Context: an optimization exercise on an open-source flow, tuned for small area, a short achievable clock period and few clock cycles. The choices shown serve that exercise and are no tape-out recipe.
RTL that was checked went through simulation tests only; none was proved equivalent to the original.
The RTL of runs 2 to 5 was laid out without a check of its function.
Power is estimated from default activity; no workload was simulated.

==> design.v <==
module Histogram(clk, dataIn, histAddr, reset, enable, histOut, resetm);
parameter numBins = 8;
input clk;
input reset, enable, resetm;
input [7:0] dataIn;
input [$clog2(numBins) - 1:0] histAddr;
output [15:0] histOut;
integer i;
reg [15:0] data [numBins - 1: 0];
localparam integer inc = 256 / numBins;
always @(posedge clk)
begin
	if (reset | resetm)
	begin
		for(i = 0; i < numBins; i = i + 1)
		begin
			data[i] <= 0;
		end
	end
	else if(enable)
	begin
		for(i = 0; i < numBins; i = i  + 1) begin
			if(dataIn >= (i * inc) && dataIn < ((i + 1) * inc)) begin
				data[i]  <= data[i] + 1;
			end
		end
	end
end
assign histOut = data[histAddr];
endmodule
module simd_histogram
#(parameter numLanes = 4)
(
	input             clk,
	input             rst_n,            
	input             img_ready,        
	output     [11:0] img_addr,         
	input      [31:0] img_data,         
	output            hist_we,          
	output      [2:0] hist_addr,        
	output     [15:0] hist_data,        
	output reg        hist_transmit     
);
parameter IDLE = 0;
parameter SEND_DATA_DISTRIBUTER = 5;
parameter PREPARE_HISTOGRAM = 6;
parameter COMPUTE_HIST_SUM = 8;
reg [3:0] currState;
reg [3:0] nextState;
reg [13:0] image_data_addr;
reg [13:0] next_image_data_addr;
reg histogram_write_enable;
reg next_histogram_write_enable;
reg resetm;
reg [numLanes:0] histSumCounter;
reg [numLanes:0] nextHistSumCounter;
wire [15:0] histOut [numLanes];
reg [15:0] histSum;
reg [15:0] nextHistSum;
reg [3:0] histAddr;
reg [3:0] nextHistAddr;
reg enable;
reg nextEnable;
assign img_addr  = image_data_addr[11:0];
assign hist_we   = histogram_write_enable;
assign hist_addr = histAddr[2:0];
assign hist_data = histSum;
genvar j;
generate
	for (j = 0; j < numLanes; j = j + 1) begin : HIST
		Histogram H(clk, img_data[(j + 1) * 8 - 1: j * 8], histAddr[2:0], ~rst_n, enable, histOut[j], resetm);
	end
endgenerate
always @ (posedge clk)
begin
if(~rst_n)
	begin
	currState <= IDLE;
	enable <= 0;
	histAddr <= 0;
	histogram_write_enable <= 0;
	image_data_addr <= 0;
	histSum <= 0;
	histSumCounter <= 0;
	end
else
	begin
	currState <= nextState;
	enable <= nextEnable;
	histAddr <= nextHistAddr;
	histogram_write_enable <= next_histogram_write_enable;
	image_data_addr <= next_image_data_addr;
	histSum <= nextHistSum;
	histSumCounter <= nextHistSumCounter;
	end
end
always @(*)
begin
nextState = currState;
nextHistAddr = histAddr;
nextEnable = enable;
next_histogram_write_enable = histogram_write_enable;
next_image_data_addr = image_data_addr;
nextHistSum = histSum;
nextHistSumCounter = histSumCounter;
hist_transmit = 0;
resetm = 0;
case(currState)
IDLE:
begin
	resetm = 1;
	nextEnable = 0;
	next_histogram_write_enable = 0;
	next_image_data_addr = 0;
	nextHistAddr = 0;
	nextHistSum = 0;
	nextHistSumCounter = 0;
	if(img_ready)
	begin
		nextState = SEND_DATA_DISTRIBUTER;
	end
end
SEND_DATA_DISTRIBUTER:
begin
	if(image_data_addr == 4096)
	begin
		nextState = COMPUTE_HIST_SUM;
		nextHistAddr = 0;
		next_histogram_write_enable = 0;
		nextEnable = 0;
		nextHistSum = 0;
		nextHistSumCounter = 0;
	end
	else begin
		nextEnable = 1;
		next_image_data_addr = image_data_addr + 1;
		nextState = SEND_DATA_DISTRIBUTER;
	end
end
PREPARE_HISTOGRAM:
begin
	nextEnable = 0;
	next_histogram_write_enable = 0;
	if(histAddr == 7)
	begin
		hist_transmit = 1;
		nextState = IDLE;
	end
	else begin
		nextHistSumCounter = 0;
		nextHistSum = 0;
		nextState = COMPUTE_HIST_SUM;
		nextHistAddr = histAddr + 1;
	end
end
COMPUTE_HIST_SUM:
begin
	if(histSumCounter < numLanes)
	begin
		nextHistSum = histSum + histOut[histSumCounter[1:0]];
		nextState = COMPUTE_HIST_SUM;
		nextHistSumCounter = histSumCounter + 1;
	end
	else
	begin
		nextState = PREPARE_HISTOGRAM;
		next_histogram_write_enable = 1;
	end
end
default: nextState = IDLE;
endcase
end
endmodule
==> run.sh <==
#!/bin/bash
# synth_recipe.tcl (not shown) runs the flow's synth.tcl, then flattens the netlist and writes it again
# the make line also repeats each setting of config.mk as NAME=value (left out here)
make -C /OpenROAD-flow-scripts/flow DESIGN_CONFIG=/design/flow/config.mk WORK_HOME=/design/flow/orfs CLKGATE_MAP_FILE= SYNTH_SCRIPT=/design/flow/synth_recipe.tcl finish
==> config.mk <==
export PLATFORM = sky130hd
export DESIGN_NAME = simd_histogram
export DESIGN_NICKNAME = simd_histogram
export VERILOG_FILES = /design/flow/design.v
export SDC_FILE = /design/flow/constraint.sdc
export NUM_CORES = 4
export LEC_CHECK = 0
export CAP_MARGIN = 20
export CORE_MARGIN = 2
export CORE_UTILIZATION = 40
export PLACE_DENSITY = 0.6
export SLEW_MARGIN = 20
==> constraint.sdc <==
create_clock -name core_clock -period 6.0 [get_ports {clk}]
set_input_delay 1.2000 -clock core_clock [delete_from_list [all_inputs] [get_ports {clk}]]
set_output_delay 1.2000 -clock core_clock [all_outputs]
set_load 0.01 [all_outputs]
==> results of run 1 <==
## sequential cells by signal (all words and copies together) (netlist names)
signal / cells
HIST.H.data: 512
histSum: 16
image_data_addr: 14
histSumCounter: 5
currState: 4
histAddr: 4
enable: 1
histogram_write_enable: 1
## critical path, stage by stage (launching register included)
cell and delay (ps):
sky130_fd_sc_hd__dfxtp_1 430, sky130_fd_sc_hd__inv_1 120, sky130_fd_sc_hd__ha_1 200, sky130_fd_sc_hd__buf_4 180, sky130_fd_sc_hd__and2_2 470, sky130_fd_sc_hd__buf_4 320
sky130_fd_sc_hd__a222oi_1 330, sky130_fd_sc_hd__nand3_1 210, sky130_fd_sc_hd__a22o_1 290, sky130_fd_sc_hd__a2111oi_0 380, sky130_fd_sc_hd__buf_4 210, sky130_fd_sc_hd__a21oi_1 50
sky130_fd_sc_hd__ha_1 370, sky130_fd_sc_hd__nand3b_1 120, sky130_fd_sc_hd__a21oi_1 200, sky130_fd_sc_hd__o211ai_1 150, sky130_fd_sc_hd__a21oi_1 170, sky130_fd_sc_hd__o21ai_0 140
sky130_fd_sc_hd__o2bb2ai_1 210, sky130_fd_sc_hd__o311a_1 350, sky130_fd_sc_hd__a221oi_1 240
## worst min path at each step
stage	end	slack, ps	startpoint
after global routing	HIST[2].H.data[7][15]$_SDFFE_PP0P_	500	HIST[2].H.data[7][15]$_SDFFE_PP0P_
after CTS	histSumCounter[4]$_SDFFE_PN0P_	490	histSumCounter[4]$_SDFFE_PN0P_
final	histSumCounter[4]$_SDFFE_PN0P_	480	histSumCounter[4]$_SDFFE_PN0P_
after floorplan	histSumCounter[4]$_SDFFE_PN0P_	440	histSumCounter[4]$_SDFFE_PN0P_
after global placement	histSumCounter[4]$_SDFFE_PN0P_	460	histSumCounter[4]$_SDFFE_PN0P_
after detailed placement	histSumCounter[4]$_SDFFE_PN0P_	470	histSumCounter[4]$_SDFFE_PN0P_
## power by group
part / total [mW] / internal [mW] / switching [mW]
clock network: 4.02 / 2.37 / 1.64
registers: 3.70 / 3.70 / 0.00173
logic: 0.172 / 0.0297 / 0.143
## per-layer routing
layer,GRT usage,wire length [µm]
met1,0.287,34800
met2,0.323,32700
met3,0.0289,3590
met4,0.0648,2200
met5,0,0
## cell type report
type                            instances  area share
Sequential cell                       557       0.358
Timing Repair Buffer                   84      0.0260
Inverter                               46     0.00554
Multi-Input combinational cell       2480       0.503
Clock buffer                           93      0.0614
Tap cell                              931      0.0374
Clock inverter                         19     0.00851
## kinds of logic after synthesis
kind of cell / after synthesis / share of synthesized area
muxes: 137 / 0.0538
buffers and inverters: 230 / 0.0337
AOI/OAI and AO/OA: 341 / 0.0902
adders and majority gates: 63 / 0.0287
DFF: 557 / 0.402
xor gates and xnor gates: 453 / 0.143
and+or+nand+nor: 1486 / 0.249
## stage by stage
stage | setup slack [ps] | std cells
after global placement | 769 | 4098
final | 703 | 4210
after detailed placement | 699 | 4098
after floorplan | 1510 | 3267
after global routing | 144 | 4210
after CTS | 662 | 4210
## cell usage in the layout, fill, tap and decap left out, drive strengths merged, types with 3 or more instances in the layout
| master | n |
|---|---|
| a2111oi | 7 |
| a21o | 4 |
| a21oi | 85 |
| a221o | 20 |
| a221oi | 24 |
| a222oi | 77 |
| a22o | 10 |
| a22oi | 27 |
| a31oi | 5 |
| and2 | 10 |
| and3 | 93 |
| and4 | 56 |
| buf | 37 |
| bufinv | 3 |
| clkbuf | 93 |
| clkdlybuf4s50 | 47 |
| clkinv | 13 |
| dfxtp | 557 |
| ha | 62 |
| inv | 48 |
| mux2 | 98 |
| mux2i | 39 |
| nand2 | 321 |
| nand2b | 18 |
| nand3 | 188 |
| nand4 | 108 |
| nor2 | 589 |
| nor2b | 11 |
| nor3 | 27 |
| o211ai | 6 |
| o21ai | 60 |
| or2 | 3 |
| or3 | 51 |
| or4 | 3 |
| xnor2 | 112 |
| xor2 | 341 |
==> impl_results.md, run 1 <==
* Period minus WS final at 5300 ps
* Clk buf depth at 3
* Area of the mapped netlist at 27800 µm²
* Required @ worst endpoint at 6500 ps
* Data arrival at the endpoint of the critical path at 5800 ps
* Yosys reg bits at 557
* Detailed-route via count at 22700
* Global router's overall resource usage at 0.204
* Register area at 11200 µm²
* Last weighted congestion value of the routability-driven placer at 0.846
* Remaining max-slew budget at the tightest pin at 0.318
* Worst setup endpoint: histSum[14]$_SDFFE_PN0P_
* Leading register cell type out of synthesis: sky130_fd_sc_hd__dfxtp_1
* Worst hold slack at 484 ps
* Die Area at 71500 µm²
* Reg2reg start: histAddr[0]$_SDFFE_PN0P_
* Detailed Route Iter0 Violations at 1680
* # hold bufs at CTS at 0
* Most frequent cell after synthesis: sky130_fd_sc_hd__nor2_1
* IR drop worst, VDD at 0.185 mV
* Maximum fanout along the worst path at 32
* Number of antenna violations at the first check in global routing at 1
* Power density over cell area at 253 nW/µm²
* Final TNS setup at 0 ps
* DRC at 0
* Count of fill cells added during filler insertion at 6806
* Vert. Die Dim at 267 µm
* Synth async-reset ratio at 0
* Final number of hold-violating endpoints at 0
* Number of distinct library cells after synthesis at 55
* Warnings from Yosys at 3
* I/O pins at 68
* Post-Syn Instances at 3267
* Sequential fraction of the synthesis area at 0.402
* Net count of the finished layout at 3333
* Unrepaired setup endpoints after global routing: no
* Number of sinks on the clock net at 557
* Cell leakage power at 10.8 nW
* Clock Latency Late Sink at 630 ps
* CP endpoint kind: register
* Via-per-instance ratio at 5.38
* Beginning of the critical path: histAddr[0]$_SDFFE_PN0P_
* CTS HTree Levels at 3
* Average footprint of a synthesized cell at 8.50 µm²
* Slew at the pin with the worst max-slew slack at 1010 ps
* Final-report setup violation count at 0
* Resized Gates After CTS at 0
* DP HPWL at 51.4 mm
* Share of the core filled with cells at 0.454
* Layout overhead on the synthesized area at 12.3%
* Via count of the first global-routing pass at 21100
* Number of enable flip-flop cells after synthesis at 0
* Remaining antenna violation count after routing at 0
* GR Overflow Total at 0
* Clock root buffer: sky130_fd_sc_hd__clkbuf_16
* Clock skew after layout at 33.5 ps
* Hold crit path type: register to register
* Final Max Slew Viols at 0
* Floorplan row count at 96
* Clock tree from TritonCTS: done
* Detail-routed net length per standard cell at 17.4 µm
* Total chip power at 7.89 mW
* Design area at 31200 µm²
* Placement-stage cell area at 29000 µm²
* Proportion of layout cells with a drive suffix above 1 at 0.0759
* MaxCap Viol Count at 0
* Yosys top cell area share at 0.402
* Cts bufs inserted at 66
* Largest cells by area after synthesis: sky130_fd_sc_hd__dfxtp_1, sky130_fd_sc_hd__xor2_1, sky130_fd_sc_hd__nor2_1, sky130_fd_sc_hd__nand2_1, sky130_fd_sc_hd__mux2_2
* Reg-to-reg critical path endpoint: histSum[14]$_SDFFE_PN0P_
* Net count after synthesis at 3365
* Depth of the worst hold-timing path at 2
* Depth of the worst register-to-register path at 20
* Kind of launch point of the worst setup path: register
* Library cell occupying the most area in the post-synthesis netlist: sky130_fd_sc_hd__dfxtp_1
* Fmax at 189 MHz
* Fin crit share at 0.883
* Most frequent cells after synthesis: sky130_fd_sc_hd__nor2_1, sky130_fd_sc_hd__dfxtp_1, sky130_fd_sc_hd__xor2_1
* Outcome: no timing/DRC/antenna violations
* Worst reg-to-reg setup slack at 700 ps
* Floorplan Core Area at 68700 µm²
* Number of buffer cells added on primary ports at 47
* Final antenna diode count at 0
* Clock Pin Slew Worst Setup and Hold Paths at 60 ps
* Area of the multi-input gates at 15700 µm²
* Start-to-end type of the worst setup path: register to register
* Postcts setup bufs at 0
* First-pass GRT wire length at 117 mm
* Routed Wire Length at 73.3 mm
* Number of iterations in the first detailed-routing pass at 7
* Initial standard-cell utilization of the core at 0.404
* Die Wd at 267 µm
* Pin count of the biggest net entering global routing at 106
Testbench counts, summed over its fixed seeds: cycles 132,672.
==> inputs of run 2 (changes only) <==
==> design.v (replaced) <==
module Histogram #(parameter HA = 6, parameter HB = 7) (
	input              clk,
	input        [3:0] match,      
	input              clear,
	input  [HA+HB+3:0] stateIn,    
	output [HA+HB+3:0] stateOut    
);
reg  [1:0]    lo;
reg           cy;
reg  [HA-1:0] hiA;
reg           c2;
reg  [HB-1:0] hiB;
wire [1:0]    loI  = stateIn[1:0];
wire          cyI  = stateIn[2];
wire [HA-1:0] hiAI = stateIn[HA+2:3];
wire          c2I  = stateIn[HA+3];
wire [HB-1:0] hiBI = stateIn[HA+HB+3:HA+4];
wire [2:0]    d    = match[0] + match[1] + match[2] + match[3];
wire          c    = d[2] | (d[1] & d[0] & (loI != 2'd0)) | (d[1] & loI[1]) | (d[0] & loI[1] & loI[0]);
wire [HA:0]   sumA = hiAI + cyI;
always @(posedge clk) begin
	if (clear) begin
		lo  <= 2'd0;
		cy  <= 1'b0;
		hiA <= {HA{1'b0}};
		c2  <= 1'b0;
		hiB <= {HB{1'b0}};
	end else begin
		lo  <= loI + d[1:0];
		cy  <= c;
		hiA <= sumA[HA-1:0];
		c2  <= sumA[HA];
		hiB <= hiBI + c2I;
	end
end
assign stateOut = {hiB, c2, hiA, cy, lo};
endmodule
module simd_histogram (
	input             clk,
	input             rst_n,
	input             img_ready,
	output     [11:0] img_addr,
	input      [31:0] img_data,
	output            hist_we,
	output      [2:0] hist_addr,
	output     [15:0] hist_data,
	output reg        hist_transmit
);
localparam HA = 6, HB = 7, SW = HA + HB + 4;
localparam [2:0] U0 = 3'd5;
reg        busy;       
reg        rd;         
reg [11:0] addr;
reg        v1;         
reg        v2;         
reg        v3, v4;     
reg        ow;         
reg  [2:0] u;          
reg [11:0] px;         
wire go = (~busy & ~ow & img_ready) | rd;
wire [2:0] nu = 3'd2 - u;    
always @(posedge clk) begin
	px <= {img_data[31:29] + nu, img_data[23:21] + nu, img_data[15:13] + nu, img_data[7:5] + nu};
	if (~rst_n) begin
		busy <= 1'b0;
		rd   <= 1'b0;
		addr <= 12'd0;
		v1   <= 1'b0;
		v2   <= 1'b0;
		v3   <= 1'b0;
		v4   <= 1'b0;
		ow   <= 1'b1;
		u    <= U0;
		hist_transmit <= 1'b0;
	end else begin
		busy <= (busy & ~hist_transmit) | go;
		rd   <= go & (addr != 12'd4095);
		if (go) addr <= addr + 12'd1;
		v1   <= go;
		v2   <= v1;
		v3   <= v2;
		v4   <= v3;
		ow   <= (v4 & ~v3) | (ow & (u != U0 + 3'd1));
		u    <= (busy | ow) ? u - 3'd1 : 3'd0;
		hist_transmit <= busy & ow & (u == U0 + 3'd2);
	end
end
assign img_addr  = addr;
assign hist_we   = ow;
assign hist_addr = u;
wire [SW-1:0] st [0:7];
genvar s, l;
generate
	for (s = 0; s < 8; s = s + 1) begin : SLOT
		wire [3:0] match;
		for (l = 0; l < 4; l = l + 1) begin : PIX
			assign match[l] = v2 & (px[3*l+2:3*l] == s);
		end
		Histogram #(.HA(HA), .HB(HB)) H (
			.clk(clk), .match(match), .clear(s == 1 ? ow : 1'b0),
			.stateIn(st[(s + 7) % 8]), .stateOut(st[s]));
	end
endgenerate
assign hist_data = {1'b0, st[0][SW-1:HA+4], st[0][HA+2:3], st[0][1:0]};
endmodule
==> run 2 against run 1 <==
Effect of this change:
- hold slack lost 62 ps
- critical path depth shrank 19
- clock-buffer cell count is 76 lower
- die area down 75%
- first-iteration DRC count fell by 87%
- wire length shrank 85%
- final area decreased by 74%
- sequential share of layout area up 6.9 points
- sequential power shrank 67%
- utilization up 3.2 points
- via count fell by 82%
- synthesized area is 76% lower
- critical path type is now register to output pin
- critical endpoint is now hist_we
- largest power group is now sequential cells
==> impl_results.md, run 2 <==
* Register area at 3420 µm² (was 11200 µm²)
* Clk buf depth at 2 (was 3)
* Postcts setup bufs at 0 (unchanged)
* # hold bufs at CTS at 0 (unchanged)
* Leading cell types in the layout, fill and taps excluded: sky130_fd_sc_hd__dfxtp_1, sky130_fd_sc_hd__ha_1, sky130_fd_sc_hd__xnor2_1 (was sky130_fd_sc_hd__nor2_1, sky130_fd_sc_hd__dfxtp_1, sky130_fd_sc_hd__xor2_1)
* Net count of the finished layout at 766 (was 3333)
* Final number of hold-violating endpoints at 0 (unchanged)
* Clock root buffer: sky130_fd_sc_hd__clkbuf_16 (unchanged)
* IR drop worst, VDD at 0.201 mV (was 0.185 mV)
* Slew at the pin with the worst max-slew slack at 921 ps (was 1010 ps)
* Warnings from Yosys at 2 (was 3)
* CP Cell Sequence: clkdlybuf4s50_1 (was inv_1 -> ha_1 -> buf_4 -> and2_2 -> buf_4 -> a222oi_1 -> nand3_1 -> a22o_1 -> a2111oi_0 -> buf_4 -> a21oi_1 -> ha_1 -> nand3b_1 -> a21oi_1 -> o211ai_1 -> a21oi_1 -> o21ai_0 -> o2bb2ai_1 -> o311a_1 -> a221oi_1)
* Number of antenna violations at the first check in global routing at 0 (was 1)
* Period minus WS final at 3250 ps (was 5300 ps)
* Cts bufs inserted at 17 (was 66)
* Clock tree from TritonCTS: done (unchanged)
* Floorplan Core Area at 16500 µm² (was 68700 µm²)
* Biggest cell delay along the critical path at 920 ps (was 470 ps)
* Design area at 8030 µm² (was 31200 µm²)
* Layout overhead on the synthesized area at 19.4% (was 12.3%)
* Last weighted congestion value of the routability-driven placer at 0.853 (was 0.846)
* Final antenna diode count at 0 (unchanged)
* Kind of launch point of the worst setup path: register (unchanged)
* Power density over cell area at 299 nW/µm² (was 253 nW/µm²)
* Detailed Route Iter0 Violations at 215 (was 1680)
* Worst slack after detailed placement at 3130 ps (was 699 ps)
* Final Max Slew Viols at 0 (unchanged)
* Start-to-end type of the worst setup path: register to output pin (was register to register)
* Required @ worst endpoint at 4800 ps (was 6500 ps)
* CP endpoint kind: output pin (was register)
* Yosys reg bits at 171 (was 557)
* Hold crit path type: register to register (unchanged)
* Average footprint of a synthesized cell at 11.5 µm² (was 8.50 µm²)
* Detail-routed net length per standard cell at 12.6 µm (was 17.4 µm)
* Number of distinct library cells after synthesis at 38 (was 55)
* Remaining max-slew budget at the tightest pin at 0.385 (was 0.318)
* Synth async-reset ratio at 0 (unchanged)
* Leading register cell type out of synthesis: sky130_fd_sc_hd__dfxtp_1 (unchanged)
* Clock Pin Slew Worst Setup and Hold Paths at 70 ps (was 60 ps)
* Slack of the critical path at 2750 ps (was 703 ps)
* Top reg by flops: SLOT.H.hiB (was HIST.H.data)
* Biggest registers after layout: SLOT.H.hiB (56), SLOT.H.hiA (48), SLOT.H.lo (16) (was HIST.H.data (512), histSum (16), image_data_addr (14))
* Unrepaired setup endpoints after global routing: no (unchanged)
* MaxCap Viol Count at 0 (unchanged)
* CTS HTree Levels at 4 (was 3)
* Fmax at 308 MHz (was 189 MHz)
* Yosys top cell area share at 0.509 (was 0.402)
* Routed Wire Length at 11.1 mm (was 73.3 mm)
* Largest cells by area after synthesis: sky130_fd_sc_hd__dfxtp_1, sky130_fd_sc_hd__ha_1, sky130_fd_sc_hd__xnor2_1, sky130_fd_sc_hd__xor2_1, sky130_fd_sc_hd__fa_1 (was sky130_fd_sc_hd__dfxtp_1, sky130_fd_sc_hd__xor2_1, sky130_fd_sc_hd__nor2_1, sky130_fd_sc_hd__nand2_1, sky130_fd_sc_hd__mux2_2)
* Placement-stage cell area at 7430 µm² (was 29000 µm²)
* Most frequent cells after synthesis: sky130_fd_sc_hd__dfxtp_1, sky130_fd_sc_hd__ha_1, sky130_fd_sc_hd__xnor2_1 (was sky130_fd_sc_hd__nor2_1, sky130_fd_sc_hd__dfxtp_1, sky130_fd_sc_hd__xor2_1)
* Proportion of layout cells with a drive suffix above 1 at 0.0577 (was 0.0759)
* DRC at 0 (unchanged)
* Via count of the first global-routing pass at 4262 (was 21100)
* Cell leakage power at 3.63 nW (was 10.8 nW)
* Net count after synthesis at 707 (was 3365)
* Resized Gates After CTS at 0 (unchanged)
* Outcome: no timing/DRC/antenna violations (unchanged)
* Clock skew after layout at 7.66 ps (was 33.5 ps)
* Data arrival at the endpoint of the critical path at 2050 ps (was 5800 ps)
* Library cell occupying the most area in the post-synthesis netlist: sky130_fd_sc_hd__dfxtp_1 (unchanged)
* DP HPWL at 8.15 mm (was 51.4 mm)
* Cell type of the slowest stage on the worst timing path: sky130_fd_sc_hd__dfxtp_1 (was sky130_fd_sc_hd__and2_2)
* Family with the most delay on the worst path: flip-flops (was compound AO/OA/AOI/OAI gates)
* Fin crit share at 0.541 (was 0.883)
* Clock Latency Late Sink at 430 ps (was 630 ps)
* Post-Syn Instances at 587 (was 3267)
* Final TNS setup at 0 ps (unchanged)
* Number of iterations in the first detailed-routing pass at 5 (was 7)
* Floorplan row count at 47 (was 96)
* Detailed-route via count at 4099 (was 22700)
* Number of buffer cells added on primary ports at 46 (was 47)
* Area of the multi-input gates at 3260 µm² (was 15700 µm²)
* Vert. Die Dim at 134 µm (was 267 µm)
* Bufs and invs on worst path at 1 (was 4)
* First-pass GRT wire length at 18.9 mm (was 117 mm)
* Max FFs per register at 56 (was 512)
* Remaining antenna violation count after routing at 0 (unchanged)
* Maximum fanout along the worst path at 22 (was 32)
* Sequential fraction of the synthesis area at 0.509 (was 0.402)
* I/O pins at 68 (unchanged)
* Most frequent cell after synthesis: sky130_fd_sc_hd__dfxtp_1 (was sky130_fd_sc_hd__nor2_1)
* Final-report setup violation count at 0 (unchanged)
* Count of fill cells added during filler insertion at 1448 (was 6806)
* Global router's overall resource usage at 0.135 (was 0.204)
* Area of the mapped netlist at 6720 µm² (was 27800 µm²)
* Number of sinks on the clock net at 171 (was 557)
* Initial standard-cell utilization of the core at 0.407 (was 0.404)
* Number of enable flip-flop cells after synthesis at 0 (unchanged)
* Via-per-instance ratio at 4.66 (was 5.38)
* Share of the core filled with cells at 0.486 (was 0.454)
* GR Overflow Total at 0 (unchanged)
* Die Wd at 134 µm (was 267 µm)
* Most common cell after layout, fill and taps aside: sky130_fd_sc_hd__dfxtp_1 (was sky130_fd_sc_hd__nor2_1)
* Die Area at 17900 µm² (was 71500 µm²)
* Pin count of the biggest net entering global routing at 23 (was 106)
run 2: cell count changes after synthesis, moves of 83 or more:
cell                       previous run  this run
sky130_fd_sc_hd__a21oi_1             85         2
sky130_fd_sc_hd__mux2_2              98         0
sky130_fd_sc_hd__nand3_1            188        47
sky130_fd_sc_hd__nand4_1            108         0
sky130_fd_sc_hd__dfxtp_1            557       171
sky130_fd_sc_hd__clkbuf_1           139         4
sky130_fd_sc_hd__xor2_1             341        35
sky130_fd_sc_hd__nor2_1             589        43
sky130_fd_sc_hd__nand2_1            321        23
run 2: layer usage:
layer	global-route usage	wire, µm
met5	0	0
met1	0.154	4990
met3	0.0411	435
met2	0.229	5380
met4	0.0697	302
run 2: final cells by class:
cell class / instances / area share
Timing Repair Buffer: 46 / 0.0574
Tap cell: 220 / 0.0343
Clock buffer: 17 / 0.0530
Inverter: 3 / 0.00140
Multi-Input combinational cell: 407 / 0.407
Clock inverter: 15 / 0.0207
Sequential cell: 171 / 0.427
run 2: logic make-up (layout without fill, tap and decap cells):
logic type / after synthesis / count (layout) / share of synthesized area
simple gates: 185 / 185 / 0.142
flops: 171 / 171 / 0.509
compound gates: 32 / 32 / 0.0342
other cells: 1 / 1 / 0.000558
xor+xnor: 96 / 96 / 0.125
buf+inv: 9 / 81 / 0.00558
fa+ha+maj: 93 / 93 / 0.183
run 2: worst paths after layout:
kind | start | endpoint | slack [ps] | cells after the start
max | ow$_SDFF_PN1_ | hist_we | 2750 | 1
min | SLOT[2].H.hiB[6]$_DFF_P_ | SLOT[3].H.hiB[6]$_DFF_P_ | 420 | 1
max reg2reg | v2$_SDFF_PN0_ | SLOT[0].H.cy$_DFF_P_ | 3310 | 7
min reg2reg | SLOT[2].H.hiB[6]$_DFF_P_ | SLOT[3].H.hiB[6]$_DFF_P_ | 420 | 1
run 2: per-stage QoR:
step	hold slack (ps)	total power, mW	instances
global route	438	2.49	879
detailed placement	422	1.34	847
finish	422	2.40	879
global placement	418	1.34	847
floorplan	409	1.30	587
CTS	433	2.43	879
run 2: power by group:
group          internal [mW]  switching (mW)
clock network          0.621           0.465
logic                 0.0571          0.0465
registers               1.17          0.0363
total                   1.85           0.548
==> inputs of run 3 (changes only) <==
==> design.v (replaced) <==
module Histogram #(parameter INC = 0) (
	input        clk,
	input  [3:0] match,     
	input        clear,
	input  [4:0] loIn,      
	input        pIn,
	input  [9:0] hiIn,
	output reg [4:0] lo,    
	output       p,
	output reg [9:0] hi
);
wire [2:0] d  = match[0] + match[1] + match[2] + match[3];
wire       c2 = d[2] | (d[1] & d[0] & (loIn[1:0] != 2'd0)) | (d[1] & loIn[1]) | (d[0] & loIn[1] & loIn[0]);
wire       ovf = c2 & (&loIn[4:2]);
always @(posedge clk) begin
	if (clear) lo <= 5'd0;
	else       lo <= loIn + d;
end
generate
	if (INC) begin : G_INC
		always @(posedge clk) hi <= hiIn + (pIn | ovf);
		assign p = 1'b0;
	end else begin : G_MOVE
		reg pr;
		always @(posedge clk) begin
			if (clear) begin
				pr <= 1'b0;
				hi <= 10'd0;
			end else begin
				pr <= pIn | ovf;
				hi <= hiIn;
			end
		end
		assign p = pr;
	end
endgenerate
endmodule
module simd_histogram (
	input             clk,
	input             rst_n,
	input             img_ready,
	output     [11:0] img_addr,
	input      [31:0] img_data,
	output reg        hist_we,
	output      [2:0] hist_addr,
	output     [15:0] hist_data,
	output reg        hist_transmit
);
localparam [2:0] U0 = 3'd7;
reg        busy;       
reg        rd;         
reg [11:0] addr;
reg        v1;         
reg        v2;         
reg        ow;         
reg  [2:0] u;          
reg [11:0] px;         
wire go    = (~busy & ~ow & img_ready) | rd;
wire start = v2 & ~v1;
wire [2:0] nu = 3'd2 - u;    
always @(posedge clk) begin
	px <= {img_data[31:29] + nu, img_data[23:21] + nu, img_data[15:13] + nu, img_data[7:5] + nu};
	if (~rst_n) begin
		busy <= 1'b0;
		rd   <= 1'b0;
		addr <= 12'd0;
		v1   <= 1'b0;
		v2   <= 1'b0;
		ow   <= 1'b1;
		hist_we <= 1'b0;
		u    <= U0;
		hist_transmit <= 1'b0;
	end else begin
		busy <= (busy & ~hist_transmit) | go;
		rd   <= go & (addr != 12'd4095);
		if (go) addr <= addr + 12'd1;
		v1   <= go;
		v2   <= v1;
		ow   <= start | (ow & (u != U0 + 3'd1));
		hist_we <= start | (hist_we & (u != U0 + 3'd1));
		u    <= (busy | ow) ? u - 3'd1 : 3'd0;
		hist_transmit <= busy & ow & (u == U0 + 3'd2);
	end
end
assign img_addr  = addr;
assign hist_addr = u;
wire [4:0] lo [0:7];
wire       p  [0:7];
wire [9:0] hi [0:7];
genvar s, l;
generate
	for (s = 0; s < 8; s = s + 1) begin : SLOT
		wire [3:0] match;
		for (l = 0; l < 4; l = l + 1) begin : PIX
			assign match[l] = v2 & (px[3*l+2:3*l] == s);
		end
		Histogram #(.INC(s == 0)) H (
			.clk(clk), .match(match), .clear(s == 1 ? ow : 1'b0),
			.loIn(lo[(s + 7) % 8]), .pIn(p[(s + 7) % 8]), .hiIn(hi[(s + 7) % 8]),
			.lo(lo[s]), .p(p[s]), .hi(hi[s]));
	end
endgenerate
assign hist_data = {1'b0, hi[0], lo[0]};
endmodule
==> run 3 against run 2 <==
Effect of this change:
- clock power down 5%
- wire length down 6.7%
- sequential power down 7%
- synthesized cell count down 18%
==> impl_results.md, run 3 <==
* Outcome: no timing/DRC/antenna violations (unchanged)
* Initial standard-cell utilization of the core at 0.406 (was 0.407)
* Reg2reg start: v2$_SDFF_PN0_ (unchanged)
* CTS HTree Levels at 4 (unchanged)
* Synth async-reset ratio at 0 (unchanged)
* Depth of the worst register-to-register path at 13 (was 7)
* Design area at 7100 µm² (was 8030 µm²)
* Most frequent cell after synthesis: sky130_fd_sc_hd__dfxtp_1 (unchanged)
* Number of enable flip-flop cells after synthesis at 0 (unchanged)
* Cell type of the slowest stage on the worst timing path: sky130_fd_sc_hd__dfxtp_1 (unchanged)
* Number of iterations in the first detailed-routing pass at 4 (was 5)
* Library cell occupying the most area in the post-synthesis netlist: sky130_fd_sc_hd__dfxtp_1 (unchanged)
* Yosys reg bits at 161 (was 171)
* Global router's overall resource usage at 0.143 (was 0.135)
* Vert. Die Dim at 125 µm (was 134 µm)
* Placed cells at 708 (was 847)
* Number of sinks on the clock net at 161 (was 171)
* Beginning of the critical path: v2$_SDFF_PN0_ (was ow$_SDFF_PN1_)
* Max FFs per register at 80 (was 56)
* Remaining antenna violation count after routing at 0 (unchanged)
* Floorplan Core Area at 14400 µm² (was 16500 µm²)
* Leading register cell type out of synthesis: sky130_fd_sc_hd__dfxtp_1 (unchanged)
* Power density over cell area at 316 nW/µm² (was 299 nW/µm²)
* Yosys top cell area share at 0.550 (was 0.509)
* Largest cells by area after synthesis: sky130_fd_sc_hd__dfxtp_1, sky130_fd_sc_hd__ha_1, sky130_fd_sc_hd__fa_1, sky130_fd_sc_hd__xnor2_1, sky130_fd_sc_hd__nor2_1 (was sky130_fd_sc_hd__dfxtp_1, sky130_fd_sc_hd__ha_1, sky130_fd_sc_hd__xnor2_1, sky130_fd_sc_hd__xor2_1, sky130_fd_sc_hd__fa_1)
* Remaining max-slew budget at the tightest pin at 0.450 (was 0.385)
* Start-to-end type of the worst setup path: register to register (was register to output pin)
* Pin count of the biggest net entering global routing at 21 (was 23)
* Warnings from Yosys at 3 (was 2)
* Fmax at 270 MHz (was 308 MHz)
* DP HPWL at 7.70 mm (was 8.15 mm)
* Final Max Slew Viols at 0 (unchanged)
* Sequential fraction of the synthesis area at 0.550 (was 0.509)
* Worst slack after detailed placement at 2300 ps (was 3130 ps)
* CP Cell Sequence: nand2b_1 -> nor3_1 -> ha_1 -> fa_1 -> ha_1 -> maj3_1 -> a211o_1 -> a41o_1 -> ha_1 -> ha_1 -> nand4_1 -> nor2_1 -> xor2_1 (was clkdlybuf4s50_1)
* Detail-routed net length per standard cell at 14.0 µm (was 12.6 µm)
* Clock Latency Late Sink at 420 ps (was 430 ps)
* Cts bufs inserted at 17 (unchanged)
* Cell seen most often among critical-path stages: sky130_fd_sc_hd__ha_1
* Depth of the worst hold-timing path at 0 (was 1)
* Worst hold slack at 323 ps (was 422 ps)
* Number of buffer cells added on primary ports at 46 (unchanged)
* Last weighted congestion value of the routability-driven placer at 0.807 (was 0.853)
* Maximum fanout along the worst path at 9 (was 22)
* CP endpoint kind: register (was output pin)
* Cell leakage power at 3.23 nW (was 3.63 nW)
* Proportion of layout cells with a drive suffix above 1 at 0.0594 (was 0.0577)
* Via-per-instance ratio at 4.79 (was 4.66)
* GR Overflow Total at 0 (unchanged)
* Net count of the finished layout at 649 (was 766)
* Clock Pin Slew Worst Setup and Hold Paths at 60 ps (was 70 ps)
* Slack of the critical path at 2290 ps (was 2750 ps)
* Fin crit share at 0.618 (was 0.541)
* Required @ worst endpoint at 6310 ps (was 4800 ps)
* First-pass GRT wire length at 17.5 mm (was 18.9 mm)
* Final number of hold-violating endpoints at 0 (unchanged)
* Slew at the pin with the worst max-slew slack at 824 ps (was 921 ps)
* Routed Wire Length at 10.4 mm (was 11.1 mm)
* Top reg by flops: SLOT.H.hi (was SLOT.H.hiB)
* Die Area at 15600 µm² (was 17900 µm²)
* Final antenna diode count at 0 (unchanged)
* Data arrival at the endpoint of the critical path at 4020 ps (was 2050 ps)
* Floorplan row count at 44 (was 47)
* Average footprint of a synthesized cell at 12.1 µm² (was 11.5 µm²)
* Period minus WS final at 3710 ps (was 3250 ps)
* Post-Syn Instances at 483 (was 587)
* Leading cell types in the layout, fill and taps excluded: sky130_fd_sc_hd__dfxtp_1, sky130_fd_sc_hd__ha_1, sky130_fd_sc_hd__clkdlybuf4s50_1 (was sky130_fd_sc_hd__dfxtp_1, sky130_fd_sc_hd__ha_1, sky130_fd_sc_hd__xnor2_1)
* Resized Gates After CTS at 0 (unchanged)
* Via count of the first global-routing pass at 3662 (was 4262)
* Detailed-route via count at 3542 (was 4099)
* Detailed Route Iter0 Violations at 101 (was 215)
* Final cell count without fillers at 740 (was 879)
* Number of distinct library cells after synthesis at 38 (unchanged)
* Clk buf depth at 2 (unchanged)
* Die Wd at 125 µm (was 134 µm)
* Placement-stage cell area at 6530 µm² (was 7430 µm²)
* Worst hold start: SLOT[3].H.hi[0]$_DFF_P_ (was SLOT[2].H.hiB[6]$_DFF_P_)
* Most frequent cells after synthesis: sky130_fd_sc_hd__dfxtp_1, sky130_fd_sc_hd__ha_1, sky130_fd_sc_hd__nor2_1 (was sky130_fd_sc_hd__dfxtp_1, sky130_fd_sc_hd__ha_1, sky130_fd_sc_hd__xnor2_1)
* Clock skew after layout at 7.11 ps (was 7.66 ps)
* I/O pins at 68 (unchanged)
* Biggest cell delay along the critical path at 510 ps (was 920 ps)
* Clock tree from TritonCTS: done (unchanged)
* Count of fill cells added during filler insertion at 1322 (was 1448)
* Postcts setup bufs at 0 (unchanged)
* Number of antenna violations at the first check in global routing at 0 (unchanged)
* Final TNS setup at 0 ps (unchanged)
* Most common cell after layout, fill and taps aside: sky130_fd_sc_hd__dfxtp_1 (unchanged)
* Area of the mapped netlist at 5860 µm² (was 6720 µm²)
* Hold crit path type: register to register (unchanged)
* Layout overhead on the synthesized area at 21.3% (was 19.4%)
* DRC at 0 (unchanged)
* Final-report setup violation count at 0 (unchanged)
* Net count after synthesis at 589 (was 707)
* Clock root buffer: sky130_fd_sc_hd__clkbuf_16 (unchanged)
* MaxCap Viol Count at 0 (unchanged)
* # hold bufs at CTS at 0 (unchanged)
* Biggest registers after layout: SLOT.H.hi (80), SLOT.H.lo (40) (was SLOT.H.hiB (56), SLOT.H.hiA (48), SLOT.H.lo (16))
* Kind of launch point of the worst setup path: register (unchanged)
* IR drop worst, VDD at 0.201 mV (about the same)
* Unrepaired setup endpoints after global routing: no (unchanged)
## run 3: changes by cell type in the layout (fill, tap and decap cells not counted), sizes merged, moves of 15 or more
cell   delta
and3     -21
nand3    -41
xor2     -17
a21o     +15
xnor2    -31
ha       -22
## run 3: area by class of cell
class                   instances  area (µm²)  area share
clock buffers                  20         457      0.0643
clock inverters                12         120      0.0169
inverters                       6        22.5     0.00317
multi-input cells             311        2590       0.365
flip-flops and latches        161        3220       0.454
well taps                     184         230      0.0324
repair buffers                 46         460      0.0648
## run 3: per-stage QoR
stage	power, mW	utilization
2_1_floorplan	1.19	-
3_3_place_gp	1.23	0.452
3_5_place_dp	1.23	0.452
4_1_cts	2.28	0.492
5_1_grt	2.33	0.492
6_report	2.25	0.492
## run 3: power by group
group | internal (mW) | switching [mW]
Clock | 0.602 | 0.441
Combinational | 0.0433 | 0.0374
Sequential | 1.10 | 0.0279
Total | 1.74 | 0.506
## run 3: critical path, delay by kind of cell, from the launching register on
family	cells	cell delay (ps)
DFF	1	510
and+or+nand+nor	4	550
AOI/OAI and AO/OA	2	550
xor gates and xnor gates	1	140
adders and majority gates	6	1860
## run 3: path summary, 6_finish.rpt
check | endpoint | slack (ps)
setup / recovery | SLOT[0].H.hi[6]$_DFF_P_ | 2290
hold / removal | SLOT[4].H.hi[0]$_DFF_P_ | 320
setup reg to reg | SLOT[0].H.hi[6]$_DFF_P_ | 2290
hold reg to reg | SLOT[4].H.hi[0]$_DFF_P_ | 320
## run 3: metal layers
metal,share of wire,GRT usage
met5,0,0
met4,0.021,0.0725
met3,0.042,0.0466
met2,0.49,0.237
met1,0.44,0.167
## run 3: kinds of logic after synthesis
family / Yosys count / synth area share
flops: 161 / 0.550
buf+inv: 11 / 0.00769
simple gates: 120 / 0.102
other cells: 1 / 0.000640
fa+ha+maj: 79 / 0.191
compound gates: 63 / 0.0765
xor+xnor: 48 / 0.0718
==> inputs of run 4 (changes only) <==
--- a/config.mk
+++ b/config.mk
@@ -11,2 +11,3 @@
 export PLACE_DENSITY = 0.6
+export SETUP_SLACK_MARGIN = 3.9
 export SLEW_MARGIN = 20
==> run 4 against run 3 <==
Effect of this change:
- largest power group unchanged
- critical endpoint unchanged
- power rose by 3.5%
- cell count rose by 6.4%
- hold slack got worse by 0.64 ps
- combinational power rose by 34%
- synthesized cell count did not move
- wire length rose by 13%
- synthesized area did not move
- flip-flop and latch count did not move
- sequential power barely moved
- clock-buffer cell count fell by 3
- die area did not move
==> impl_results.md, run 4 <==
* Outcome: no timing/DRC/antenna violations (unchanged)
* Number of buffer cells added on primary ports at 46 (unchanged)
* CP Cell Sequence: nand2b_4 -> nor3_4 -> ha_1 -> fa_2 -> ha_4 -> maj3_2 -> a211o_1 -> a41o_1 -> ha_4 -> ha_4 -> nand4_1 -> nor2_1 -> xor2_1 (was nand2b_1 -> nor3_1 -> ha_1 -> fa_1 -> ha_1 -> maj3_1 -> a211o_1 -> a41o_1 -> ha_1 -> ha_1 -> nand4_1 -> nor2_1 -> xor2_1)
* Layer with the highest usage: met2 (unchanged)
* Worst reg-to-reg setup slack at 2970 ps (was 2290 ps)
* Clock Pin Slew Worst Setup and Hold Paths at 70 ps (was 60 ps)
* Cell leakage power at 3.56 nW (was 3.23 nW)
* Area of the mapped netlist at 5860 µm² (unchanged)
* Number of iterations in the first detailed-routing pass at 4 (unchanged)
* Last weighted congestion value of the routability-driven placer at 0.794 (was 0.807)
* Initial standard-cell utilization of the core at 0.406 (unchanged)
* XOR/XNOR share of the synthesized area at 0.0718 (unchanged)
* Met2 demand-to-capacity share in global routing at 0.269 (was 0.237)
* Via-per-instance ratio at 4.75 (was 4.79)
* Vert. Die Dim at 125 µm (unchanged)
* Cell seen most often among critical-path stages: sky130_fd_sc_hd__ha_4 (was sky130_fd_sc_hd__ha_1)
* Number of antenna violations at the first check in global routing at 0 (unchanged)
* Library cell occupying the most area in the post-synthesis netlist: sky130_fd_sc_hd__dfxtp_1 (unchanged)
* Complex-gate fraction of the synthesized area at 0.0765 (unchanged)
* GR met3 Demand/Resource at 0.0509 (was 0.0466)
* Proportion of layout cells with a drive suffix above 1 at 0.410 (was 0.0594)
* Remaining max-slew budget at the tightest pin at 0.448 (was 0.450)
* Fin crit share at 0.505 (was 0.618)
* Routed Wire Length at 11.7 mm (was 10.4 mm)
* Reg2reg start: px[2]$_DFF_P_ (was v2$_SDFF_PN0_)
* Final Max Slew Viols at 0 (unchanged)
* Start-to-end type of the worst setup path: register to register (unchanged)
* First-pass GRT wire length at 19.2 mm (was 17.5 mm)
* Global router's overall resource usage at 0.158 (was 0.143)
* Clock tree from TritonCTS: done (unchanged)
* Die Area at 15600 µm² (unchanged)
* Warnings from Yosys at 3 (unchanged)
* Depth of the worst register-to-register path at 13 (unchanged)
* Final number of hold-violating endpoints at 0 (unchanged)
* Number of distinct library cells after synthesis at 38 (unchanged)
* Floorplan Core Area at 14400 µm² (unchanged)
* Via count of the first global-routing pass at 3946 (was 3662)
* Clk buf depth at 2 (unchanged)
* GR Overflow Total at 0 (unchanged)
* Top reg by flops: SLOT.H.hi (unchanged)
* Clock skew after layout at 9.68 ps (was 7.11 ps)
* Average footprint of a synthesized cell at 12.1 µm² (unchanged)
* Remaining antenna violation count after routing at 0 (unchanged)
* Biggest registers after layout: SLOT.H.hi (80), SLOT.H.lo (40) (unchanged)
* Fmax at 330 MHz (was 270 MHz)
* Basic-gate share of the synthesized area counting and, or, nand and nor cells at 0.102 (unchanged)
* I/O pins at 68 (unchanged)
* Adder-cell area share of the yosys netlist at 0.191 (unchanged)
* Clock Latency Late Sink at 420 ps (about the same)
* Data arrival at the endpoint of the critical path at 3340 ps (was 4020 ps)
* Final TNS setup at 0 ps (unchanged)
* Yosys top cell area share at 0.550 (unchanged)
* Sequential fraction of the synthesis area at 0.550 (unchanged)
* Depth of the worst hold-timing path at 0 (unchanged)
* Number of sinks on the clock net at 161 (unchanged)
* Floorplan row count at 44 (unchanged)
* CTS HTree Levels at 4 (unchanged)
* Pin count of the biggest net entering global routing at 21 (unchanged)
* Cts bufs inserted at 17 (unchanged)
* Net count of the finished layout at 696 (was 649)
* Final-report setup violation count at 0 (unchanged)
* Net count after synthesis at 589 (unchanged)
* Clock root buffer: sky130_fd_sc_hd__clkbuf_16 (unchanged)
* Detailed-route via count at 3736 (was 3542)
* Synth async-reset ratio at 0 (unchanged)
* Unrepaired setup endpoints after global routing: yes (was no)
* Biggest cell delay along the critical path at 400 ps (was 510 ps)
* DP HPWL at 7.77 mm (was 7.70 mm)
* Reg-to-reg critical path endpoint: SLOT[0].H.hi[6]$_DFF_P_ (unchanged)
* Power density over cell area at 284 nW/µm² (was 316 nW/µm²)
* Detailed Route Iter0 Violations at 113 (was 101)
* Largest cells by area after synthesis: sky130_fd_sc_hd__dfxtp_1, sky130_fd_sc_hd__ha_1, sky130_fd_sc_hd__fa_1, sky130_fd_sc_hd__xnor2_1, sky130_fd_sc_hd__nor2_1 (unchanged)
* Total chip power at 2.33 mW (was 2.25 mW)
* Hold crit path type: register to register (unchanged)
* Yosys reg bits at 161 (unchanged)
* Detail-routed net length per standard cell at 14.8 µm (was 14.0 µm)
* Worst hold start: SLOT[3].H.hi[2]$_DFF_P_ (was SLOT[3].H.hi[0]$_DFF_P_)
* Largest family of logic cells by synthesized area: adder cells (unchanged)
* Number of enable flip-flop cells after synthesis at 0 (unchanged)
* Max FFs per register at 80 (unchanged)
* IR drop worst, VDD at 0.171 mV (was 0.201 mV)
* Global routing met1 resource utilization at 0.189 (was 0.167)
* Mux share of post-synthesis cell area at 0 (unchanged)
* CP endpoint kind: register (unchanged)
* MaxCap Viol Count at 0 (unchanged)
* Final antenna diode count at 0 (unchanged)
* Destination of the worst hold path: SLOT[4].H.hi[2]$_DFF_P_ (was SLOT[4].H.hi[0]$_DFF_P_)
* Most frequent cell after synthesis: sky130_fd_sc_hd__dfxtp_1 (unchanged)
* Period minus WS final at 3030 ps (was 3710 ps)
* Required @ worst endpoint at 6310 ps (about the same)
* Slew at the pin with the worst max-slew slack at 827 ps (was 824 ps)
* Cell type of the slowest stage on the worst timing path: sky130_fd_sc_hd__fa_2 (was sky130_fd_sc_hd__dfxtp_1)
* Maximum fanout along the worst path at 2 (was 9)
* Kind of launch point of the worst setup path: register (unchanged)
* Leading cell types in the layout, fill and taps excluded: sky130_fd_sc_hd__dfxtp_1, sky130_fd_sc_hd__buf_4, sky130_fd_sc_hd__buf_6 (was sky130_fd_sc_hd__dfxtp_1, sky130_fd_sc_hd__ha_1, sky130_fd_sc_hd__clkdlybuf4s50_1)
* Layout overhead on the synthesized area at 39.9% (was 21.3%)
* Most frequent cells after synthesis: sky130_fd_sc_hd__dfxtp_1, sky130_fd_sc_hd__ha_1, sky130_fd_sc_hd__nor2_1 (unchanged)
* Most common cell after layout, fill and taps aside: sky130_fd_sc_hd__dfxtp_1 (unchanged)
* Post-Syn Instances at 483 (unchanged)
* Die Wd at 125 µm (unchanged)
* Leading register cell type out of synthesis: sky130_fd_sc_hd__dfxtp_1 (unchanged)
* DRC at 0 (unchanged)
==> run 4: cell count changes in the layout (fill, tap and decap cells not counted), sizes merged <==
cell           change
clkdlybuf4s15      +1
clkinv             +3
dlygate4sd2        +3
clkbuf             -2
inv                +1
clkdlybuf4s50     -37
buf               +78
clkinvlp           -1
dlymetal6s2s       +1
==> run 4: final cells by class <==
cell class,count,area (µm²)
Multi-Input combinational cell,311,3170
Timing Repair Buffer,93,862
Fill cell,1197,6230
Tap cell,184,230
Inverter,6,26.3
Clock inverter,15,186
Sequential cell,161,3300
Clock buffer,17,425
==> run 4: cells by family (layout without fill, tap and decap cells) <==
family / Yosys count / count (layout)
XOR/XNOR: 48 / 48
AO/OA/AOI/OAI: 63 / 63
adder cells (fa/ha/maj): 79 / 79
flip-flops: 161 / 161
other: 1 / 1
AND/OR/NAND/NOR: 120 / 120
buffers and inverters: 11 / 131
==> run 4: how the worst max path moves through the flow <==
stage          cells after the start  slack, ps                       to     startpoint
2_1_floorplan                     13       3110  SLOT[0].H.hi[6]$_DFF_P_  v2$_SDFF_PN0_
3_3_place_gp                      13       2900  SLOT[0].H.hi[6]$_DFF_P_  v2$_SDFF_PN0_
3_5_place_dp                      13       2880  SLOT[0].H.hi[6]$_DFF_P_  v2$_SDFF_PN0_
4_1_cts                           13       2920  SLOT[0].H.hi[6]$_DFF_P_  v2$_SDFF_PN0_
5_1_grt                           13       2870  SLOT[0].H.hi[6]$_DFF_P_  px[5]$_DFF_P_
6_report                          13       2970  SLOT[0].H.hi[6]$_DFF_P_  px[2]$_DFF_P_
==> run 4: worst max-delay path: cells and delay by family (launching register included) <==
kind	cells	cell delay, ps
adders and majority gates	6	1520
DFF	1	330
AOI/OAI and AO/OA	2	480
xor gates and xnor gates	1	140
and+or+nand+nor	4	430
==> run 4: repair_timing <==
item                                    4_1_cts  5_1_grt
gates resized for setup                     237       36
endpoints found under the setup margin       93       90
pin swaps                                    46       23
buffers inserted                             35       12
hold buffers                                  0        0
==> run 4: routing by layer <==
metal  up-vias  part of all wire
met2        58              0.50
met4         0             0.012
li1       1878                 -
met3        12             0.037
met1      1788              0.45
met5         -                 0
==> run 4: per-stage QoR <==
stage / hold WS [ps] / cell area [µm²] / std cells / setup slack [ps] / utilization
after floorplan: 310 / 6140 / 483 / 3110 / -
after global placement: 310 / 6810 / 708 / 2900 / 0.472
after detailed placement: 312 / 6810 / 708 / 2880 / 0.472
after CTS: 326 / 7950 / 775 / 2920 / 0.551
after global routing: 331 / 8190 / 787 / 2870 / 0.568
final: 322 / 8190 / 787 / 2970 / 0.568
==> run 4: where the power goes <==
group / internal (mW) / switching [mW] / total, mW / leakage, nW
clock network: 0.600 / 0.488 / 1.09 / 0.297
logic: 0.0608 / 0.0476 / 0.108 / 1.95
registers: 1.10 / 0.0348 / 1.13 / 1.32
total: 1.76 / 0.570 / 2.33 / 3.56
==> inputs of run 5 (changes only) <==
--- a/design.v
+++ b/design.v
@@ -11,8 +11,13 @@
 );
-wire [2:0] d  = match[0] + match[1] + match[2] + match[3];
-wire       c2 = d[2] | (d[1] & d[0] & (loIn[1:0] != 2'd0)) | (d[1] & loIn[1]) | (d[0] & loIn[1] & loIn[0]);
-wire       ovf = c2 & (&loIn[4:2]);
+wire s1 = match[0] ^ match[1] ^ match[2];
+wire k1 = (match[0] & match[1]) | (match[2] & (match[0] | match[1]));
+wire s0 = loIn[0] ^ match[3] ^ s1;
+wire k2 = (loIn[0] & match[3]) | (s1 & (loIn[0] | match[3]));
+wire s2 = loIn[1] ^ k1 ^ k2;
+wire c2 = (k1 & k2) | (loIn[1] & (k1 | k2));    
+wire [4:0] loN = {loIn[4] ^ (c2 & loIn[3] & loIn[2]), loIn[3] ^ (c2 & loIn[2]), loIn[2] ^ c2, s2, s0};
+wire       ovf = c2 & loIn[4] & loIn[3] & loIn[2];
 always @(posedge clk) begin
 	if (clear) lo <= 5'd0;
-	else       lo <= loIn + d;
+	else       lo <= loN;
 end
@@ -20,3 +25,10 @@
 	if (INC) begin : G_INC
-		always @(posedge clk) hi <= hiIn + (pIn | ovf);
+		wire [9:0] ones;
+		wire       inc = pIn | ovf;
+		genvar i;
+		assign ones[0] = 1'b1;
+		for (i = 1; i < 10; i = i + 1) begin : ONES
+			assign ones[i] = ones[i-1] & hiIn[i-1];
+		end
+		always @(posedge clk) hi <= hiIn ^ (ones & {10{inc}});
 		assign p = 1'b0;
@@ -43,3 +55,3 @@
 	input      [31:0] img_data,
-	output reg        hist_we,
+	output            hist_we,
 	output      [2:0] hist_addr,
@@ -49,2 +61,3 @@
 localparam [2:0] U0 = 3'd7;
+localparam [11:0] A_LAST = 12'h800;    
 reg        busy;       
@@ -57,7 +70,10 @@
 reg [11:0] px;         
-wire go    = (~busy & ~ow & img_ready) | rd;
+wire go    = rst_n & ((~busy & ~ow & img_ready) | rd);
 wire start = v2 & ~v1;
 wire [2:0] nu = 3'd2 - u;    
+wire       fb = addr[11] ^ addr[5] ^ addr[3] ^ addr[0] ^ (addr[10:0] == 11'd0);
 always @(posedge clk) begin
-	px <= {img_data[31:29] + nu, img_data[23:21] + nu, img_data[15:13] + nu, img_data[7:5] + nu};
+	px   <= v1 ? {img_data[31:29] + nu, img_data[23:21] + nu, img_data[15:13] + nu, img_data[7:5] + nu}
+	           : 12'b001_001_001_001;
+	addr <= go ? {addr[10:0], fb} : 12'd0;
 	if (~rst_n) begin
@@ -65,3 +81,2 @@
 		rd   <= 1'b0;
-		addr <= 12'd0;
 		v1   <= 1'b0;
@@ -69,3 +84,2 @@
 		ow   <= 1'b1;
-		hist_we <= 1'b0;
 		u    <= U0;
@@ -74,4 +88,3 @@
 		busy <= (busy & ~hist_transmit) | go;
-		rd   <= go & (addr != 12'd4095);
-		if (go) addr <= addr + 12'd1;
+		rd   <= go & (addr != A_LAST);
 		v1   <= go;
@@ -79,3 +92,2 @@
 		ow   <= start | (ow & (u != U0 + 3'd1));
-		hist_we <= start | (hist_we & (u != U0 + 3'd1));
 		u    <= (busy | ow) ? u - 3'd1 : 3'd0;
@@ -85,2 +97,3 @@
 assign img_addr  = addr;
+assign hist_we   = ow;
 assign hist_addr = u;
@@ -94,6 +107,6 @@
 		for (l = 0; l < 4; l = l + 1) begin : PIX
-			assign match[l] = v2 & (px[3*l+2:3*l] == s);
+			assign match[l] = (px[3*l+2:3*l] == s);
 		end
 		Histogram #(.INC(s == 0)) H (
-			.clk(clk), .match(match), .clear(s == 1 ? ow : 1'b0),
+			.clk(clk), .match(match), .clear(s == 1 ? ~v2 : 1'b0),
 			.loIn(lo[(s + 7) % 8]), .pIn(p[(s + 7) % 8]), .hiIn(hi[(s + 7) % 8]),
==> run 5 against run 4 <==
Effect of this change:
- combinational power fell by 35%
- flip-flop and latch count fell by 1
- largest power group unchanged
- clock skew rose by 3.1 ps
- register-to-register slack improved by 380 ps
- still clean
- largest cell class unchanged
- die area fell by 7.5%
- critical endpoint is now SLOT[0].H.hi[5]$_DFF_P_
- critical path depth fell by 4
- clock power fell by 6%
==> impl_results.md, run 5 <==
* Family with the most delay on the worst path: adder cells (unchanged)
* Fmax at 378 MHz (was 330 MHz)
* Outcome: no timing/DRC/antenna violations (unchanged)
* Synth async-reset ratio at 0 (unchanged)
* Largest cells by area after synthesis: sky130_fd_sc_hd__dfxtp_1, sky130_fd_sc_hd__fa_1, sky130_fd_sc_hd__inv_1, sky130_fd_sc_hd__and2_1, sky130_fd_sc_hd__ha_1 (was sky130_fd_sc_hd__dfxtp_1, sky130_fd_sc_hd__ha_1, sky130_fd_sc_hd__fa_1, sky130_fd_sc_hd__xnor2_1, sky130_fd_sc_hd__nor2_1)
* Number of antenna violations at the first check in global routing at 0 (unchanged)
* Clk buf depth at 2 (unchanged)
* Remaining max-slew budget at the tightest pin at 0.614 (was 0.448)
* Cts bufs inserted at 17 (unchanged)
* Area of the multi-input gates at 2310 µm² (was 3170 µm²)
* Reg2reg start: px[5]$_SDFF_PN0_ (was px[2]$_DFF_P_)
* Worst hold start: SLOT[5].H.hi[9]$_DFF_P_ (was SLOT[3].H.hi[2]$_DFF_P_)
* Proportion of layout cells with a drive suffix above 1 at 0.419 (was 0.410)
* Most common cell after layout, fill and taps aside: sky130_fd_sc_hd__dfxtp_1 (unchanged)
* Most frequent cell after synthesis: sky130_fd_sc_hd__dfxtp_1 (unchanged)
* Layout overhead on the synthesized area at 36.3% (was 39.9%)
* Last weighted congestion value of the routability-driven placer at 0.787 (was 0.794)
* Number of distinct library cells after synthesis at 39 (was 38)
* Depth of the worst hold-timing path at 0 (unchanged)
* # hold bufs at CTS at 0 (unchanged)
* Detailed Route Iter0 Violations at 72 (was 113)
* First-pass GRT wire length at 15.6 mm (was 19.2 mm)
* Power density over cell area at 294 nW/µm² (was 284 nW/µm²)
* Leading cell types in the layout, fill and taps excluded: sky130_fd_sc_hd__dfxtp_1, sky130_fd_sc_hd__inv_1, sky130_fd_sc_hd__and2_1 (was sky130_fd_sc_hd__dfxtp_1, sky130_fd_sc_hd__buf_4, sky130_fd_sc_hd__buf_6)
* Leading register cell type out of synthesis: sky130_fd_sc_hd__dfxtp_1 (unchanged)
* Vert. Die Dim at 120 µm (was 125 µm)
* Via count of the first global-routing pass at 3311 (was 3946)
* Number of buffer cells added on primary ports at 46 (unchanged)
* Final cell count without fillers at 716 (was 787)
* DRC at 0 (unchanged)
* Start-to-end type of the worst setup path: register to register (unchanged)
* Clock Pin Slew Worst Setup and Hold Paths at 60 ps (was 70 ps)
* Final-report setup violation count at 0 (unchanged)
* Share of the core filled with cells at 0.556 (was 0.568)
* Pin count of the biggest net entering global routing at 18 (was 21)
* Global router's overall resource usage at 0.142 (was 0.158)
* Placed cells at 647 (was 708)
* Clock tree from TritonCTS: done (unchanged)
* Detail-routed net length per standard cell at 12.8 µm (was 14.8 µm)
* Reg-to-reg critical path endpoint: SLOT[0].H.hi[5]$_DFF_P_ (was SLOT[0].H.hi[6]$_DFF_P_)
* Most frequent cells after synthesis: sky130_fd_sc_hd__dfxtp_1, sky130_fd_sc_hd__inv_1, sky130_fd_sc_hd__and2_1 (was sky130_fd_sc_hd__dfxtp_1, sky130_fd_sc_hd__ha_1, sky130_fd_sc_hd__nor2_1)
* Bufs and invs on worst path at 1 (was 0)
* Clock skew after layout at 12.8 ps (was 9.68 ps)
* Biggest cell delay along the critical path at 500 ps (was 400 ps)
* Data arrival at the endpoint of the critical path at 2950 ps (was 3340 ps)
* Yosys reg bits at 160 (was 161)
* Register area at 3290 µm² (was 3300 µm²)
* Destination of the worst hold path: SLOT[6].H.hi[9]$_DFF_P_ (was SLOT[4].H.hi[2]$_DFF_P_)
* Average footprint of a synthesized cell at 12.6 µm² (was 12.1 µm²)
* Cell leakage power at 3.26 nW (was 3.56 nW)
* Biggest registers after layout: SLOT.H.hi (80), SLOT.H.lo (40) (unchanged)
* CP Cell Sequence: nor3_4 -> fa_1 -> inv_1 -> fa_2 -> fa_2 -> and4b_2 -> o211a_4 -> nand3_2 -> xnor2_2 (was nand2b_4 -> nor3_4 -> ha_1 -> fa_2 -> ha_4 -> maj3_2 -> a211o_1 -> a41o_1 -> ha_4 -> ha_4 -> nand4_1 -> nor2_1 -> xor2_1)
* Initial standard-cell utilization of the core at 0.408 (was 0.406)
* Maximum fanout along the worst path at 8 (was 2)
* Beginning of the critical path: px[5]$_SDFF_PN0_ (was px[2]$_DFF_P_)
* Final Max Slew Viols at 0 (unchanged)
* Fin crit share at 0.441 (was 0.505)
* Final antenna diode count at 0 (unchanged)
* Sequential fraction of the synthesis area at 0.593 (was 0.550)
* Routed Wire Length at 9.16 mm (was 11.7 mm)
* Depth of the worst register-to-register path at 9 (was 13)
* Count of fill cells added during filler insertion at 1116 (was 1197)
* Number of sinks on the clock net at 160 (was 161)
* Die Area at 14500 µm² (was 15600 µm²)
* Kind of launch point of the worst setup path: register (unchanged)
* DP HPWL at 5.95 mm (was 7.77 mm)
* Final TNS setup at 0 ps (unchanged)
* Number of enable flip-flop cells after synthesis at 0 (unchanged)
* Area of the mapped netlist at 5400 µm² (was 5860 µm²)
* Warnings from Yosys at 3 (unchanged)
* Floorplan Core Area at 13200 µm² (was 14400 µm²)
* Max FFs per register at 80 (unchanged)
* Number of iterations in the first detailed-routing pass at 4 (unchanged)
* Die Wd at 120 µm (was 125 µm)
* Yosys top cell area share at 0.593 (was 0.550)
* Required @ worst endpoint at 6300 ps (was 6310 ps)
* Library cell occupying the most area in the post-synthesis netlist: sky130_fd_sc_hd__dfxtp_1 (unchanged)
* Cell seen most often among critical-path stages: sky130_fd_sc_hd__fa_2 (was sky130_fd_sc_hd__ha_4)
* Net count of the finished layout at 609 (was 696)
* Clock Latency Late Sink at 420 ps (about the same)
* Via-per-instance ratio at 4.31 (was 4.75)
* Cell type of the slowest stage on the worst timing path: sky130_fd_sc_hd__fa_1 (was sky130_fd_sc_hd__fa_2)
* I/O pins at 68 (unchanged)
* IR drop worst, VDD at 0.220 mV (was 0.171 mV)
* CP endpoint kind: register (unchanged)
* Top reg by flops: SLOT.H.hi (unchanged)
* Slew at the pin with the worst max-slew slack at 578 ps (was 827 ps)
* Post-Syn Instances at 430 (was 483)
* GR Overflow Total at 0 (unchanged)
* Final number of hold-violating endpoints at 0 (unchanged)
* Total chip power at 2.16 mW (was 2.33 mW)
* Unrepaired setup endpoints after global routing: yes (unchanged)
* Remaining antenna violation count after routing at 0 (unchanged)
* Period minus WS final at 2650 ps (was 3030 ps)
* Detailed-route via count at 3084 (was 3736)
* Clock root buffer: sky130_fd_sc_hd__clkbuf_16 (unchanged)
* Floorplan row count at 42 (was 44)
* Net count after synthesis at 510 (was 589)
* CTS HTree Levels at 4 (unchanged)
* MaxCap Viol Count at 0 (unchanged)
* Worst reg-to-reg setup slack at 3350 ps (was 2970 ps)
* Worst hold slack at 322 ps (about the same)
* Hold crit path type: register to register (unchanged)
## run 5: cell types whose count changed in the layout (fill, tap and decap cells not counted), moves of 9 or more
cell                      delta
sky130_fd_sc_hd__and2_1     +32
sky130_fd_sc_hd__nor2_1     -25
sky130_fd_sc_hd__nor2b_1    -12
sky130_fd_sc_hd__nand2_1    -11
sky130_fd_sc_hd__a21o_1     -13
sky130_fd_sc_hd__buf_2      +10
sky130_fd_sc_hd__xnor2_1    -12
sky130_fd_sc_hd__ha_4       -10
sky130_fd_sc_hd__buf_4      -12
sky130_fd_sc_hd__inv_1      +40
sky130_fd_sc_hd__ha_1       -16
sky130_fd_sc_hd__inv_2       +9
## run 5: cells by family (layout without fill, tap and decap cells)
group	Yosys count	count (layout)	synth area share
AOI/OAI and AO/OA	14	14	0.0194
xor gates and xnor gates	39	39	0.0674
adders and majority gates	45	45	0.143
buffers and inverters	62	172	0.0458
DFF	160	160	0.593
other	1	1	0.000694
and+or+nand+nor	109	109	0.131
## run 5: timing repair
item                                    in CTS  in global routing
buffers inserted                            25                 14
endpoints found under the setup margin      87                 94
gates resized for setup                    204                 44
pin swaps                                   34                 20
## run 5: worst max-delay path by stage
stage                                    to  slack, ps  cells past startpoint
global route        SLOT[0].H.hi[5]$_DFF_P_       3250                      9
detailed placement  SLOT[0].H.hi[6]$_DFF_P_       3100                      9
global placement    SLOT[0].H.hi[6]$_DFF_P_       3110                      9
CTS                 SLOT[0].H.hi[6]$_DFF_P_       3320                      9
floorplan           SLOT[0].H.hi[6]$_DFF_P_       3490                     10
finish              SLOT[0].H.hi[5]$_DFF_P_       3350                      9
## run 5: where the power goes
part | switching, mW | internal [mW] | total, mW
sequential | 0.00322 | 1.06 | 1.06
clock | 0.412 | 0.617 | 1.03
combinational | 0.0312 | 0.0387 | 0.0699
total | 0.446 | 1.72 | 2.16
## run 5: worst register-to-register path, stage by stage (launching register included)
cell and delay [ps]:
sky130_fd_sc_hd__dfxtp_4 380, sky130_fd_sc_hd__nor3_4 50, sky130_fd_sc_hd__fa_1 500, sky130_fd_sc_hd__inv_1 50, sky130_fd_sc_hd__fa_2 330, sky130_fd_sc_hd__fa_2 360, sky130_fd_sc_hd__and4b_2 310, sky130_fd_sc_hd__o211a_4 270
sky130_fd_sc_hd__nand3_2 120, sky130_fd_sc_hd__xnor2_2 150
## run 5: cell type report
type	count	area share
timing repair buffer	85	0.102
inverter	57	0.0301
multi-input combinational	208	0.313
clock buffer	20	0.0649
clock inverter	10	0.0138
sequential	160	0.446
tap	176	0.0299
## run 5: layer usage
metal  vias up  track usage  wire length (µm)
met1      1497        0.168              4020
met2        46        0.236              4620
met5         -            0                 0
met3        11       0.0462               404
met4         0       0.0647               112
li1       1530            -                 -
## run 5: metrics by stage
step	cell area, µm²	worst slack [ps]
2_1_floorplan	5620	3490
3_3_place_gp	6270	3110
3_5_place_dp	6270	3100
4_1_cts	7120	3320
5_1_grt	7370	3250
6_report	7370	3350

## afterwards: timing with drivers on the ports
No port has a modelled driver above. Below, the same layouts with a new extraction and two added sets of constraints.
Step 1, drivers: a clkbuf_16 drives clk and a buf_2 each remaining input, both assumed.
Step 2, shift: input delay + t, output delay - t, t = (earliest + latest rising clock arrival at the registers) / 2. This alone moves slack from input paths to output paths.
Three values: ideal, step 1, step 2; two values: the first two.
| run | t, ns | setup WS [ns] | hold slack, ns | worst setup path at the end | worst slew at a driven data input, ns |
|---|---|---|---|---|---|
| run 1 | 0.669 | 0.703 / 0.703 / 0.703 | 0.484 / 0.484 / 0.484 | register to register | 0.06 |
| run 2 | 0.467 | 2.754 / 2.713 / 3.130 | 0.422 / 0.422 / 0.422 | input to register | 0.03 |
| run 3 | 0.461 | 2.294 / 2.294 / 2.294 | 0.323 / 0.323 / 0.323 | register to register | 0.05 |
| run 4 | 0.465 | 2.971 / 2.971 / 2.971 | 0.322 / 0.322 / 0.322 | register to register | 0.04 |
| run 5 | 0.449 | 3.351 / 3.351 / 3.351 | 0.322 / 0.322 / 0.322 | register to register | 0.05 |
After both steps every run listed still meets setup and hold.
